This is an optimization exercise on Yosys and OpenROAD, whose aim is small area and a short achievable clock period, not a production implementation.
The RTL was checked by simulation tests, not by an equivalence proof against the original design.
The clock port is modelled as an ideal driver, which makes a skipped or thinned clock tree look cheaper than it is; a real chip needs a root buffer or a tree.

Design accumulator_sum, start of the top module:
module accumulator_sum (
    input  logic        clk,
    input  logic        rst,
    input  logic        start,
    input  logic        clear,
    input  logic [3:0]  data_in_a,
    input  logic [3:0]  data_in_b,
    output logic [3:0]  data_out,
    output logic        data_out_valid,
    output logic        result_complete,
    output logic        ready,
    output logic        response
);
export LEC_CHECK = 0
export CAP_MARGIN = 20
export CORE_MARGIN = 2
export CORE_UTILIZATION = 40
export SLEW_MARGIN = 20
create_clock -name core_clock -period 10.0 [get_ports {clk}]
standard.sh (not shown) runs the stock make flow with config.mk's settings and CLKGATE_MAP_FILE= SYNTH_SCRIPT=/design/flow/synth_recipe.tcl, a recipe that flattens the netlist after the stock synthesis.
==> flow/flow/run.sh <==
#!/bin/bash
# Standard ORFS layout with a few settings changed:
#  - abc maps with an area script (flow/abc_area.script; ORFS's scripts are copied so that
#    only this one file differs), and no full/half-adder cells,
#  - small port buffers (buf_1 instead of the slow clkdlybuf4s50_1),
#  - repair_timing aims for extra setup margin (the clock is much slower than the logic),
#  - after CTS, one level of clock buffers drives all flip-flops (flow/cts_post.tcl).
set -euo pipefail
PLATFORM_DONT_USE=$(sed -n '/^export DONT_USE_CELLS/,/^$/p' "$FLOW_HOME/platforms/sky130hd/config.mk" | grep -o 'sky130_fd_sc_hd__[A-Za-z0-9_]*' | tr '\n' ' ')
BIG="sky130_fd_sc_hd__dlygate4sd1_1 sky130_fd_sc_hd__dlygate4sd2_1 sky130_fd_sc_hd__dlygate4sd3_1 sky130_fd_sc_hd__dlymetal6s2s_1 sky130_fd_sc_hd__dlymetal6s4s_1 sky130_fd_sc_hd__dlymetal6s6s_1 sky130_fd_sc_hd__clkdlybuf4s15_1 sky130_fd_sc_hd__clkdlybuf4s18_1 sky130_fd_sc_hd__clkdlybuf4s25_1 sky130_fd_sc_hd__clkdlybuf4s50_1 sky130_fd_sc_hd__clkdlybuf4s15_2 sky130_fd_sc_hd__clkdlybuf4s18_2 sky130_fd_sc_hd__clkdlybuf4s25_2 sky130_fd_sc_hd__clkdlybuf4s50_2 sky130_fd_sc_hd__buf_6 sky130_fd_sc_hd__buf_8 sky130_fd_sc_hd__buf_12 sky130_fd_sc_hd__buf_16 sky130_fd_sc_hd__dfxtp_4 sky130_fd_sc_hd__inv_6 sky130_fd_sc_hd__inv_8 sky130_fd_sc_hd__inv_12 sky130_fd_sc_hd__inv_16"
rm -rf orfs_scripts
cp -r "$FLOW_HOME/scripts" orfs_scripts
cp flow/abc_area.script orfs_scripts/abc_area.script
bash standard.sh \
  SCRIPTS_DIR=$PWD/orfs_scripts \
  ADDER_MAP_FILE= ABC_AREA=1 \
  "DONT_USE_CELLS=$PLATFORM_DONT_USE $BIG" \
  "BUFFER_PORTS_ARGS=-buffer_cell sky130_fd_sc_hd__buf_1" \
  SETUP_SLACK_MARGIN=7.3 CORE_UTILIZATION=65 GPL_TIMING_DRIVEN=1 \
  "CTS_ARGS=-repair_clock_nets -dont_use_dummy_load" \
  POST_CTS_TCL=$PWD/flow/cts_post.tcl FLOW_CLKBUF=sky130_fd_sc_hd__clkbuf_8 FLOW_CLKGROUPS=4 \
  finish > standard_run.log 2>&1
Other scripts of this flow, unchanged in this note and not shown: flow/flow/abc_area.script, flow/flow/cts_post.tcl
The starting point went through all stages and came out clean.
Edit:
--- a/flow/flow/run.sh
+++ b/flow/flow/run.sh
@@ -18,3 +18,3 @@
   "BUFFER_PORTS_ARGS=-buffer_cell sky130_fd_sc_hd__buf_1" \
-  SETUP_SLACK_MARGIN=7.3 CORE_UTILIZATION=65 GPL_TIMING_DRIVEN=1 \
+  SETUP_SLACK_MARGIN=7.3 CORE_UTILIZATION=80 PLACE_DENSITY=0.85 \
   "CTS_ARGS=-repair_clock_nets -dont_use_dummy_load" \
Global-route usage went up by 29 points.
Synthesized area does not change.
Setup slack got worse by 0.056 ns.
Sequential cell count is unchanged.
Cell area went up by 1.8%.
Worst hold slack improved by 0.0054 ns.
Edit:
--- a/flow/flow/run.sh
+++ b/flow/flow/run.sh
@@ -18,3 +18,3 @@
   "BUFFER_PORTS_ARGS=-buffer_cell sky130_fd_sc_hd__buf_1" \
-  SETUP_SLACK_MARGIN=7.3 CORE_UTILIZATION=80 PLACE_DENSITY=0.85 \
+  SETUP_SLACK_MARGIN=7.4 CORE_UTILIZATION=65 \
   "CTS_ARGS=-repair_clock_nets -dont_use_dummy_load" \
Effect:
- via count goes down by 25%
- register-to-register slack improves by 0.38 ns
- synthesized area does not change
- clock skew stays flat
- design area falls by 1.1%
In every run of this note, the design's own scripts or RTL, not TritonCTS, make the clock network.

-- afterwards: timing with drivers on the ports --
Ports are ideal in the flow. The routed layouts listed here were re-timed in OpenROAD.
Step 1: set_driving_cell puts a clkbuf_16 on clk and a buf_2 on each other input, an assumption about the parent block.
Step 2 times the ports against the registers' clock, not the clock port: input delays grow and output delays shrink by t, the midpoint of the rising clock arrivals with the driver on.
Slacks: ideal ports / drivers / drivers and shift; pairs: ideal ports / drivers.
| run | t (ns) | slack for setup (ns) | latest minus earliest clock arrival (ns) |
|---|---|---|---|
| the first run | 0.194 | 7.385 / 7.334 / 7.261 | 0.012 / 0.012 |
| the second run | 0.199 | 7.329 / 7.325 / 7.157 | 0.013 / 0.013 |
| the third run | 0.194 | 7.387 / 7.336 / 7.312 | 0.012 / 0.012 |
After both steps setup and hold are still met in every run listed. The setup slack of the second run, which loses most, moves by -0.004 ns with the drivers and by -0.172 ns with both steps.
